From an optimization exercise on the open Yosys and OpenROAD flow, aimed at small area; shortcuts taken in it are not production practice. In this exercise RTL edits were held to simulation tests only and were not proved equivalent to the original. Power and IR drop assume default switching activity.

==> run a: inputs <==
Design alu16, start of the top module:
module alu16(clk, rst, a, b, ctrl, res, R15);
	input clk, rst;
	input [15:0] a, b;
	input [3:0] ctrl;
	output reg [15:0] res;
	output reg [15:0] R15;
	wire [15:0] sum, quo, rem;
	wire [31:0] pn;
	reg [15:0] res_d, R15_d;
	ALU u_alu(.a(a), .b(b), .ctrl(ctrl), .sum(sum), .pn(pn), .quo(quo), .rem(rem));
	always @(*) begin
		res_d = res;
		R15_d = R15;
		case (ctrl)
			4'd0, 4'd1: res_d = sum;
			4'd2: {R15_d, res_d} = ~pn;
			4'd3: begin res_d = quo; R15_d = rem; end
			4'd4: res_d = a & b;
			4'd5: res_d = a | b;
			default: ;
		endcase
	end
	always @(posedge clk, negedge rst) begin
		if (~rst) begin
			res <= 16'h0000;
			R15 <= 16'h0000;
		end
		else begin
			res <= res_d;
			R15 <= R15_d;
		end
	end
endmodule
make LEC_CHECK=0 CAP_MARGIN=20 CORE_MARGIN=2 CORE_UTILIZATION=40 SLEW_MARGIN=20 SYNTH_HIERARCHICAL=1 SYNTH_MINIMUM_KEEP_SIZE=0 finish   # period 40.0 ns
run.sh (not shown) runs the stock make flow with config.mk's settings and CLKGATE_MAP_FILE= SYNTH_SCRIPT=/design/flow/synth_recipe.tcl, a recipe that flattens the netlist after the stock synthesis.
==> inputs of run b, as changes to run a <==
--- a/flow/design.v
+++ b/flow/design.v
@@ -911,26 +911,22 @@
 	assign q[15] = ~r15c1 & z[1];
 	wire r15r0;
 	dmux um15 (.s(q[15]), .a1n(~(A[15] ^ D[0])), .a0n(~A[15]), .y(r15r0));
 	wire r14c1 = ~(A[14] | nD[0]);
 	wire r14a1, r14b1, r14c2, r14r1, r14a1x;
 	dpg_o ug14_1 (.p(r15r0), .nd(nD[1]), .pn(r14a1), .gn(r14b1));
-	wire r14f1 = ((A[15] ^ D[0]) & nD[1]) | (~r14c1 & ((A[15] ^ D[0]) | nD[1]));
-	wire r14f0 = (A[15] & nD[1]) | (~r14c1 & (A[15] | nD[1]));
-	dmux uf14 (.s(q[15]), .a1n(~r14f1), .a0n(~r14f0), .y(r14c2));
+	dcy_o uc14_1 (.pn(r14a1), .gn(r14b1), .cn(r14c1), .c(r14c2));
 	dx_o ux14_1 (.pn(r14a1), .gn(r14b1), .xn(r14a1x));
 	dsel_o us14_1 (.xn(r14a1x), .cn(r14c1), .q(q[14]), .p(r15r0), .rn(r14r1));
 	assign q[14] = r14c2 & z[2];
 	wire r14r0;
 	dmux um14 (.s(q[14]), .a1n(~(A[14] ^ D[0])), .a0n(~A[14]), .y(r14r0));
 	wire r13c1 = ~(A[13] | nD[0]);
 	wire r13a1, r13b1, r13c2, r13r1, r13a1x;
 	dpg_o ug13_1 (.p(r14r0), .nd(nD[1]), .pn(r13a1), .gn(r13b1));
-	wire r13f1 = ((A[14] ^ D[0]) & nD[1]) | (~r13c1 & ((A[14] ^ D[0]) | nD[1]));
-	wire r13f0 = (A[14] & nD[1]) | (~r13c1 & (A[14] | nD[1]));
-	dmux uf13 (.s(q[14]), .a1n(~r13f1), .a0n(~r13f0), .y(r13c2));
+	dcy_o uc13_1 (.pn(r13a1), .gn(r13b1), .cn(r13c1), .c(r13c2));
 	dx_o ux13_1 (.pn(r13a1), .gn(r13b1), .xn(r13a1x));
 	dsel_o us13_1 (.xn(r13a1x), .cn(r13c1), .q(q[13]), .p(r14r0), .rn(r13r1));
 	wire r13a2, r13b2, r13c3, r13r2, r13a2x;
 	dpg_e ug13_2 (.pn(r14r1), .d(D[2]), .p(r13a2), .g(r13b2));
 	dcy_e uc13_2 (.p(r13a2), .g(r13b2), .c(r13c2), .cn(r13c3));
 	dx_e ux13_2 (.p(r13a2), .g(r13b2), .xn(r13a2x));
@@ -938,15 +934,13 @@
 	assign q[13] = ~r13c3 & z[3];
 	wire r13r0;
 	dmux um13 (.s(q[13]), .a1n(~(A[13] ^ D[0])), .a0n(~A[13]), .y(r13r0));
 	wire r12c1 = ~(A[12] | nD[0]);
 	wire r12a1, r12b1, r12c2, r12r1, r12a1x;
 	dpg_o ug12_1 (.p(r13r0), .nd(nD[1]), .pn(r12a1), .gn(r12b1));
-	wire r12f1 = ((A[13] ^ D[0]) & nD[1]) | (~r12c1 & ((A[13] ^ D[0]) | nD[1]));
-	wire r12f0 = (A[13] & nD[1]) | (~r12c1 & (A[13] | nD[1]));
-	dmux uf12 (.s(q[13]), .a1n(~r12f1), .a0n(~r12f0), .y(r12c2));
+	dcy_o uc12_1 (.pn(r12a1), .gn(r12b1), .cn(r12c1), .c(r12c2));
 	dx_o ux12_1 (.pn(r12a1), .gn(r12b1), .xn(r12a1x));
 	dsel_o us12_1 (.xn(r12a1x), .cn(r12c1), .q(q[12]), .p(r13r0), .rn(r12r1));
 	wire r12a2, r12b2, r12c3, r12r2, r12a2x;
 	dpg_e ug12_2 (.pn(r13r1), .d(D[2]), .p(r12a2), .g(r12b2));
 	dcy_e uc12_2 (.p(r12a2), .g(r12b2), .c(r12c2), .cn(r12c3));
 	dx_e ux12_2 (.p(r12a2), .g(r12b2), .xn(r12a2x));
@@ -959,15 +953,13 @@
 	assign q[12] = r12c4 & z[4];
 	wire r12r0;
 	dmux um12 (.s(q[12]), .a1n(~(A[12] ^ D[0])), .a0n(~A[12]), .y(r12r0));
 	wire r11c1 = ~(A[11] | nD[0]);
 	wire r11a1, r11b1, r11c2, r11r1, r11a1x;
 	dpg_o ug11_1 (.p(r12r0), .nd(nD[1]), .pn(r11a1), .gn(r11b1));
-	wire r11f1 = ((A[12] ^ D[0]) & nD[1]) | (~r11c1 & ((A[12] ^ D[0]) | nD[1]));
-	wire r11f0 = (A[12] & nD[1]) | (~r11c1 & (A[12] | nD[1]));
-	dmux uf11 (.s(q[12]), .a1n(~r11f1), .a0n(~r11f0), .y(r11c2));
+	dcy_o uc11_1 (.pn(r11a1), .gn(r11b1), .cn(r11c1), .c(r11c2));
 	dx_o ux11_1 (.pn(r11a1), .gn(r11b1), .xn(r11a1x));
 	dsel_o us11_1 (.xn(r11a1x), .cn(r11c1), .q(q[11]), .p(r12r0), .rn(r11r1));
 	wire r11a2, r11b2, r11c3, r11r2, r11a2x;
 	dpg_e ug11_2 (.pn(r12r1), .d(D[2]), .p(r11a2), .g(r11b2));
 	dcy_e uc11_2 (.p(r11a2), .g(r11b2), .c(r11c2), .cn(r11c3));
 	dx_e ux11_2 (.p(r11a2), .g(r11b2), .xn(r11a2x));
@@ -985,15 +977,13 @@
 	assign q[11] = ~r11c5 & z[5];
 	wire r11r0;
 	dmux um11 (.s(q[11]), .a1n(~(A[11] ^ D[0])), .a0n(~A[11]), .y(r11r0));
 	wire r10c1 = ~(A[10] | nD[0]);
 	wire r10a1, r10b1, r10c2, r10r1, r10a1x;
 	dpg_o ug10_1 (.p(r11r0), .nd(nD[1]), .pn(r10a1), .gn(r10b1));
-	wire r10f1 = ((A[11] ^ D[0]) & nD[1]) | (~r10c1 & ((A[11] ^ D[0]) | nD[1]));
-	wire r10f0 = (A[11] & nD[1]) | (~r10c1 & (A[11] | nD[1]));
-	dmux uf10 (.s(q[11]), .a1n(~r10f1), .a0n(~r10f0), .y(r10c2));
+	dcy_o uc10_1 (.pn(r10a1), .gn(r10b1), .cn(r10c1), .c(r10c2));
 	dx_o ux10_1 (.pn(r10a1), .gn(r10b1), .xn(r10a1x));
 	dsel_o us10_1 (.xn(r10a1x), .cn(r10c1), .q(q[10]), .p(r11r0), .rn(r10r1));
 	wire r10a2, r10b2, r10c3, r10r2, r10a2x;
 	dpg_e ug10_2 (.pn(r11r1), .d(D[2]), .p(r10a2), .g(r10b2));
 	dcy_e uc10_2 (.p(r10a2), .g(r10b2), .c(r10c2), .cn(r10c3));
 	dx_e ux10_2 (.p(r10a2), .g(r10b2), .xn(r10a2x));
@@ -1016,15 +1006,13 @@
 	assign q[10] = r10c6 & z[6];
 	wire r10r0;
 	dmux um10 (.s(q[10]), .a1n(~(A[10] ^ D[0])), .a0n(~A[10]), .y(r10r0));
 	wire r9c1 = ~(A[9] | nD[0]);
 	wire r9a1, r9b1, r9c2, r9r1, r9a1x;
 	dpg_o ug9_1 (.p(r10r0), .nd(nD[1]), .pn(r9a1), .gn(r9b1));
-	wire r9f1 = ((A[10] ^ D[0]) & nD[1]) | (~r9c1 & ((A[10] ^ D[0]) | nD[1]));
-	wire r9f0 = (A[10] & nD[1]) | (~r9c1 & (A[10] | nD[1]));
-	dmux uf9 (.s(q[10]), .a1n(~r9f1), .a0n(~r9f0), .y(r9c2));
+	dcy_o uc9_1 (.pn(r9a1), .gn(r9b1), .cn(r9c1), .c(r9c2));
 	dx_o ux9_1 (.pn(r9a1), .gn(r9b1), .xn(r9a1x));
 	dsel_o us9_1 (.xn(r9a1x), .cn(r9c1), .q(q[9]), .p(r10r0), .rn(r9r1));
 	wire r9a2, r9b2, r9c3, r9r2, r9a2x;
 	dpg_e ug9_2 (.pn(r10r1), .d(D[2]), .p(r9a2), .g(r9b2));
 	dcy_e uc9_2 (.p(r9a2), .g(r9b2), .c(r9c2), .cn(r9c3));
 	dx_e ux9_2 (.p(r9a2), .g(r9b2), .xn(r9a2x));
@@ -1052,15 +1040,13 @@
 	assign q[9] = ~r9c7 & z[7];
 	wire r9r0;
 	dmux um9 (.s(q[9]), .a1n(~(A[9] ^ D[0])), .a0n(~A[9]), .y(r9r0));
 	wire r8c1 = ~(A[8] | nD[0]);
 	wire r8a1, r8b1, r8c2, r8r1, r8a1x;
 	dpg_o ug8_1 (.p(r9r0), .nd(nD[1]), .pn(r8a1), .gn(r8b1));
-	wire r8f1 = ((A[9] ^ D[0]) & nD[1]) | (~r8c1 & ((A[9] ^ D[0]) | nD[1]));
-	wire r8f0 = (A[9] & nD[1]) | (~r8c1 & (A[9] | nD[1]));
-	dmux uf8 (.s(q[9]), .a1n(~r8f1), .a0n(~r8f0), .y(r8c2));
+	dcy_o uc8_1 (.pn(r8a1), .gn(r8b1), .cn(r8c1), .c(r8c2));
 	dx_o ux8_1 (.pn(r8a1), .gn(r8b1), .xn(r8a1x));
 	dsel_o us8_1 (.xn(r8a1x), .cn(r8c1), .q(q[8]), .p(r9r0), .rn(r8r1));
 	wire r8a2, r8b2, r8c3, r8r2, r8a2x;
 	dpg_e ug8_2 (.pn(r9r1), .d(D[2]), .p(r8a2), .g(r8b2));
 	dcy_e uc8_2 (.p(r8a2), .g(r8b2), .c(r8c2), .cn(r8c3));
 	dx_e ux8_2 (.p(r8a2), .g(r8b2), .xn(r8a2x));
@@ -1093,15 +1079,13 @@
 	assign q[8] = r8c8 & z[8];
 	wire r8r0;
 	dmux um8 (.s(q[8]), .a1n(~(A[8] ^ D[0])), .a0n(~A[8]), .y(r8r0));
 	wire r7c1 = ~(A[7] | nD[0]);
 	wire r7a1, r7b1, r7c2, r7r1, r7a1x;
 	dpg_o ug7_1 (.p(r8r0), .nd(nD[1]), .pn(r7a1), .gn(r7b1));
-	wire r7f1 = ((A[8] ^ D[0]) & nD[1]) | (~r7c1 & ((A[8] ^ D[0]) | nD[1]));
-	wire r7f0 = (A[8] & nD[1]) | (~r7c1 & (A[8] | nD[1]));
-	dmux uf7 (.s(q[8]), .a1n(~r7f1), .a0n(~r7f0), .y(r7c2));
+	dcy_o uc7_1 (.pn(r7a1), .gn(r7b1), .cn(r7c1), .c(r7c2));
 	dx_o ux7_1 (.pn(r7a1), .gn(r7b1), .xn(r7a1x));
 	dsel_o us7_1 (.xn(r7a1x), .cn(r7c1), .q(q[7]), .p(r8r0), .rn(r7r1));
 	wire r7a2, r7b2, r7c3, r7r2, r7a2x;
 	dpg_e ug7_2 (.pn(r8r1), .d(D[2]), .p(r7a2), .g(r7b2));
 	dcy_e uc7_2 (.p(r7a2), .g(r7b2), .c(r7c2), .cn(r7c3));
 	dx_e ux7_2 (.p(r7a2), .g(r7b2), .xn(r7a2x));
@@ -1139,15 +1123,13 @@
 	assign q[7] = ~r7c9 & z[9];
 	wire r7r0;
 	dmux um7 (.s(q[7]), .a1n(~(A[7] ^ D[0])), .a0n(~A[7]), .y(r7r0));
 	wire r6c1 = ~(A[6] | nD[0]);
 	wire r6a1, r6b1, r6c2, r6r1, r6a1x;
 	dpg_o ug6_1 (.p(r7r0), .nd(nD[1]), .pn(r6a1), .gn(r6b1));
-	wire r6f1 = ((A[7] ^ D[0]) & nD[1]) | (~r6c1 & ((A[7] ^ D[0]) | nD[1]));
-	wire r6f0 = (A[7] & nD[1]) | (~r6c1 & (A[7] | nD[1]));
-	dmux uf6 (.s(q[7]), .a1n(~r6f1), .a0n(~r6f0), .y(r6c2));
+	dcy_o uc6_1 (.pn(r6a1), .gn(r6b1), .cn(r6c1), .c(r6c2));
 	dx_o ux6_1 (.pn(r6a1), .gn(r6b1), .xn(r6a1x));
 	dsel_o us6_1 (.xn(r6a1x), .cn(r6c1), .q(q[6]), .p(r7r0), .rn(r6r1));
 	wire r6a2, r6b2, r6c3, r6r2, r6a2x;
 	dpg_e ug6_2 (.pn(r7r1), .d(D[2]), .p(r6a2), .g(r6b2));
 	dcy_e uc6_2 (.p(r6a2), .g(r6b2), .c(r6c2), .cn(r6c3));
 	dx_e ux6_2 (.p(r6a2), .g(r6b2), .xn(r6a2x));
@@ -1190,15 +1172,13 @@
 	assign q[6] = r6c10 & z[10];
 	wire r6r0;
 	dmux um6 (.s(q[6]), .a1n(~(A[6] ^ D[0])), .a0n(~A[6]), .y(r6r0));
 	wire r5c1 = ~(A[5] | nD[0]);
 	wire r5a1, r5b1, r5c2, r5r1, r5a1x;
 	dpg_o ug5_1 (.p(r6r0), .nd(nD[1]), .pn(r5a1), .gn(r5b1));
-	wire r5f1 = ((A[6] ^ D[0]) & nD[1]) | (~r5c1 & ((A[6] ^ D[0]) | nD[1]));
-	wire r5f0 = (A[6] & nD[1]) | (~r5c1 & (A[6] | nD[1]));
-	dmux uf5 (.s(q[6]), .a1n(~r5f1), .a0n(~r5f0), .y(r5c2));
+	dcy_o uc5_1 (.pn(r5a1), .gn(r5b1), .cn(r5c1), .c(r5c2));
 	dx_o ux5_1 (.pn(r5a1), .gn(r5b1), .xn(r5a1x));
 	dsel_o us5_1 (.xn(r5a1x), .cn(r5c1), .q(q[5]), .p(r6r0), .rn(r5r1));
 	wire r5a2, r5b2, r5c3, r5r2, r5a2x;
 	dpg_e ug5_2 (.pn(r6r1), .d(D[2]), .p(r5a2), .g(r5b2));
 	dcy_e uc5_2 (.p(r5a2), .g(r5b2), .c(r5c2), .cn(r5c3));
 	dx_e ux5_2 (.p(r5a2), .g(r5b2), .xn(r5a2x));
@@ -1246,15 +1226,13 @@
 	assign q[5] = ~r5c11 & z[11];
 	wire r5r0;
 	dmux um5 (.s(q[5]), .a1n(~(A[5] ^ D[0])), .a0n(~A[5]), .y(r5r0));
 	wire r4c1 = ~(A[4] | nD[0]);
 	wire r4a1, r4b1, r4c2, r4r1, r4a1x;
 	dpg_o ug4_1 (.p(r5r0), .nd(nD[1]), .pn(r4a1), .gn(r4b1));
-	wire r4f1 = ((A[5] ^ D[0]) & nD[1]) | (~r4c1 & ((A[5] ^ D[0]) | nD[1]));
-	wire r4f0 = (A[5] & nD[1]) | (~r4c1 & (A[5] | nD[1]));
-	dmux uf4 (.s(q[5]), .a1n(~r4f1), .a0n(~r4f0), .y(r4c2));
+	dcy_o uc4_1 (.pn(r4a1), .gn(r4b1), .cn(r4c1), .c(r4c2));
 	dx_o ux4_1 (.pn(r4a1), .gn(r4b1), .xn(r4a1x));
 	dsel_o us4_1 (.xn(r4a1x), .cn(r4c1), .q(q[4]), .p(r5r0), .rn(r4r1));
 	wire r4a2, r4b2, r4c3, r4r2, r4a2x;
 	dpg_e ug4_2 (.pn(r5r1), .d(D[2]), .p(r4a2), .g(r4b2));
 	dcy_e uc4_2 (.p(r4a2), .g(r4b2), .c(r4c2), .cn(r4c3));
 	dx_e ux4_2 (.p(r4a2), .g(r4b2), .xn(r4a2x));
@@ -1307,15 +1285,13 @@
 	assign q[4] = r4c12 & z[12];
 	wire r4r0;
 	dmux um4 (.s(q[4]), .a1n(~(A[4] ^ D[0])), .a0n(~A[4]), .y(r4r0));
 	wire r3c1 = ~(A[3] | nD[0]);
 	wire r3a1, r3b1, r3c2, r3r1, r3a1x;
 	dpg_o ug3_1 (.p(r4r0), .nd(nD[1]), .pn(r3a1), .gn(r3b1));
-	wire r3f1 = ((A[4] ^ D[0]) & nD[1]) | (~r3c1 & ((A[4] ^ D[0]) | nD[1]));
-	wire r3f0 = (A[4] & nD[1]) | (~r3c1 & (A[4] | nD[1]));
-	dmux uf3 (.s(q[4]), .a1n(~r3f1), .a0n(~r3f0), .y(r3c2));
+	dcy_o uc3_1 (.pn(r3a1), .gn(r3b1), .cn(r3c1), .c(r3c2));
 	dx_o ux3_1 (.pn(r3a1), .gn(r3b1), .xn(r3a1x));
 	dsel_o us3_1 (.xn(r3a1x), .cn(r3c1), .q(q[3]), .p(r4r0), .rn(r3r1));
 	wire r3a2, r3b2, r3c3, r3r2, r3a2x;
 	dpg_e ug3_2 (.pn(r4r1), .d(D[2]), .p(r3a2), .g(r3b2));
 	dcy_e uc3_2 (.p(r3a2), .g(r3b2), .c(r3c2), .cn(r3c3));
 	dx_e ux3_2 (.p(r3a2), .g(r3b2), .xn(r3a2x));
@@ -1373,15 +1349,13 @@
 	assign q[3] = ~r3c13 & z[13];
 	wire r3r0;
 	dmux um3 (.s(q[3]), .a1n(~(A[3] ^ D[0])), .a0n(~A[3]), .y(r3r0));
 	wire r2c1 = ~(A[2] | nD[0]);
 	wire r2a1, r2b1, r2c2, r2r1, r2a1x;
 	dpg_o ug2_1 (.p(r3r0), .nd(nD[1]), .pn(r2a1), .gn(r2b1));
-	wire r2f1 = ((A[3] ^ D[0]) & nD[1]) | (~r2c1 & ((A[3] ^ D[0]) | nD[1]));
-	wire r2f0 = (A[3] & nD[1]) | (~r2c1 & (A[3] | nD[1]));
-	dmux uf2 (.s(q[3]), .a1n(~r2f1), .a0n(~r2f0), .y(r2c2));
+	dcy_o uc2_1 (.pn(r2a1), .gn(r2b1), .cn(r2c1), .c(r2c2));
 	dx_o ux2_1 (.pn(r2a1), .gn(r2b1), .xn(r2a1x));
 	dsel_o us2_1 (.xn(r2a1x), .cn(r2c1), .q(q[2]), .p(r3r0), .rn(r2r1));
 	wire r2a2, r2b2, r2c3, r2r2, r2a2x;
 	dpg_e ug2_2 (.pn(r3r1), .d(D[2]), .p(r2a2), .g(r2b2));
 	dcy_e uc2_2 (.p(r2a2), .g(r2b2), .c(r2c2), .cn(r2c3));
 	dx_e ux2_2 (.p(r2a2), .g(r2b2), .xn(r2a2x));
@@ -1444,15 +1418,13 @@
 	assign q[2] = r2c14 & z[14];
 	wire r2r0;
 	dmux um2 (.s(q[2]), .a1n(~(A[2] ^ D[0])), .a0n(~A[2]), .y(r2r0));
 	wire r1c1 = ~(A[1] | nD[0]);
 	wire r1a1, r1b1, r1c2, r1r1, r1a1x;
 	dpg_o ug1_1 (.p(r2r0), .nd(nD[1]), .pn(r1a1), .gn(r1b1));
-	wire r1f1 = ((A[2] ^ D[0]) & nD[1]) | (~r1c1 & ((A[2] ^ D[0]) | nD[1]));
-	wire r1f0 = (A[2] & nD[1]) | (~r1c1 & (A[2] | nD[1]));
-	dmux uf1 (.s(q[2]), .a1n(~r1f1), .a0n(~r1f0), .y(r1c2));
+	dcy_o uc1_1 (.pn(r1a1), .gn(r1b1), .cn(r1c1), .c(r1c2));
 	dx_o ux1_1 (.pn(r1a1), .gn(r1b1), .xn(r1a1x));
 	dsel_o us1_1 (.xn(r1a1x), .cn(r1c1), .q(q[1]), .p(r2r0), .rn(r1r1));
 	wire r1a2, r1b2, r1c3, r1r2, r1a2x;
 	dpg_e ug1_2 (.pn(r2r1), .d(D[2]), .p(r1a2), .g(r1b2));
 	dcy_e uc1_2 (.p(r1a2), .g(r1b2), .c(r1c2), .cn(r1c3));
 	dx_e ux1_2 (.p(r1a2), .g(r1b2), .xn(r1a2x));
@@ -1520,15 +1492,13 @@
 	assign q[1] = ~r1c15 & z[15];
 	wire r1r0;
 	dmux um1 (.s(q[1]), .a1n(~(A[1] ^ D[0])), .a0n(~A[1]), .y(r1r0));
 	wire r0c1 = ~(A[0] | nD[0]);
 	wire r0a1, r0b1, r0c2, r0r1, r0a1x;
 	dpg_o ug0_1 (.p(r1r0), .nd(nD[1]), .pn(r0a1), .gn(r0b1));
-	wire r0f1 = ((A[1] ^ D[0]) & nD[1]) | (~r0c1 & ((A[1] ^ D[0]) | nD[1]));
-	wire r0f0 = (A[1] & nD[1]) | (~r0c1 & (A[1] | nD[1]));
-	dmux uf0 (.s(q[1]), .a1n(~r0f1), .a0n(~r0f0), .y(r0c2));
+	dcy_o uc0_1 (.pn(r0a1), .gn(r0b1), .cn(r0c1), .c(r0c2));
 	dx_o ux0_1 (.pn(r0a1), .gn(r0b1), .xn(r0a1x));
 	dsum_o us0_1 (.xn(r0a1x), .cn(r0c1), .t(r0r1));
 	wire r0a2, r0b2, r0c3, r0r2, r0a2x;
 	dpg_e ug0_2 (.pn(r1r1), .d(D[2]), .p(r0a2), .g(r0b2));
 	dcy_e uc0_2 (.p(r0a2), .g(r0b2), .c(r0c2), .cn(r0c3));
 	dx_e ux0_2 (.p(r0a2), .g(r0b2), .xn(r0a2x));
==> flow/flow/run.sh (new file) <==
#!/bin/bash
cp standard.sh standard_sh_copy.txt
export BUFFER_PORTS_ARGS="-buffer_cell sky130_fd_sc_hd__buf_1"
bash standard.sh > standard.log 2>&1
==> flow/standard.sh (new file) <==
#!/bin/bash
# synth_recipe.tcl (not shown) runs the flow's synth.tcl, then flattens the netlist and writes it again
# the make line also repeats each setting of config.mk as NAME=value (left out here)
make -C /OpenROAD-flow-scripts/flow DESIGN_CONFIG=/design/flow/config.mk WORK_HOME=/design/flow/orfs CLKGATE_MAP_FILE= SYNTH_SCRIPT=/design/flow/synth_recipe.tcl "${@:-finish}"
removed: flow/run.sh
==> qor summary <==
metric                                                               run a         run b
Vertical die dimension                                            200.0 um      197.9 um
Routed length on met3                                              2666 um       3005 um
Tapcell Cnt                                                            511           474
Sum of internal, switching and leakage power                    0.001362 W    0.001237 W
Data arrival at the endpoint of the critical path                 38.33 ns      38.31 ns
Proportion of cell area spent on the clock network                 0.9169%       0.8458%
Maximum number of pins on one net before global-route repair            53            52
Setup Fix Bufs, Post-CTS                                                 2             4
Power density relative to cell area                           76.16 nW/um2  71.48 nW/um2
Run status                                        timing/DRC/antenna clean  timing/DRC/antenna clean
Fraction of met2 tracks used by global routing                      41.15%        43.52%
Clock group                                                    0.0000458 W   0.0000416 W
Cell area after placement                                        17070 um2     16460 um2
Worst max-slew margin expressed relative to the limit               25.91%        26.84%
GP Congestion                                                       0.8593        0.8813
Signal buffers share of area                                        8.189%        7.504%
Total number of cells along the worst setup path                       175           190

## afterwards: timing with drivers on the ports
The results above use ideal ports. As a check the final layouts listed here were re-extracted and re-timed, cells and wires unchanged.
Step 1 sets driving cells, clkbuf_16 on the clock port and buf_2 on the other inputs (assumed; they add their load-dependent delay and slew).
Step 2 moves the port delays by t, midway between the first and last clock arrival at a register: inputs arrive t later, outputs are due t later. That takes back most of the time a late clock gives input paths.
a / b / c = ideal / step 1 / step 2; a / b = the first two.
| run | shift t [ns] | slack for setup (ns) | worst slew at a driven data input, ns | cell pins on the clock port's net |
|---|---|---|---|---|
| run a | 0.334 | 1.880 / 1.902 / 1.568 | 0.08 | 1 |
| run b | 0.336 | 1.862 / 1.879 / 1.543 | 0.06 | 1 |
After both steps setup and hold are still met in every run listed. For run b, which loses most, drivers alone change the setup slack by +0.017 ns; drivers and shift together by -0.319 ns.
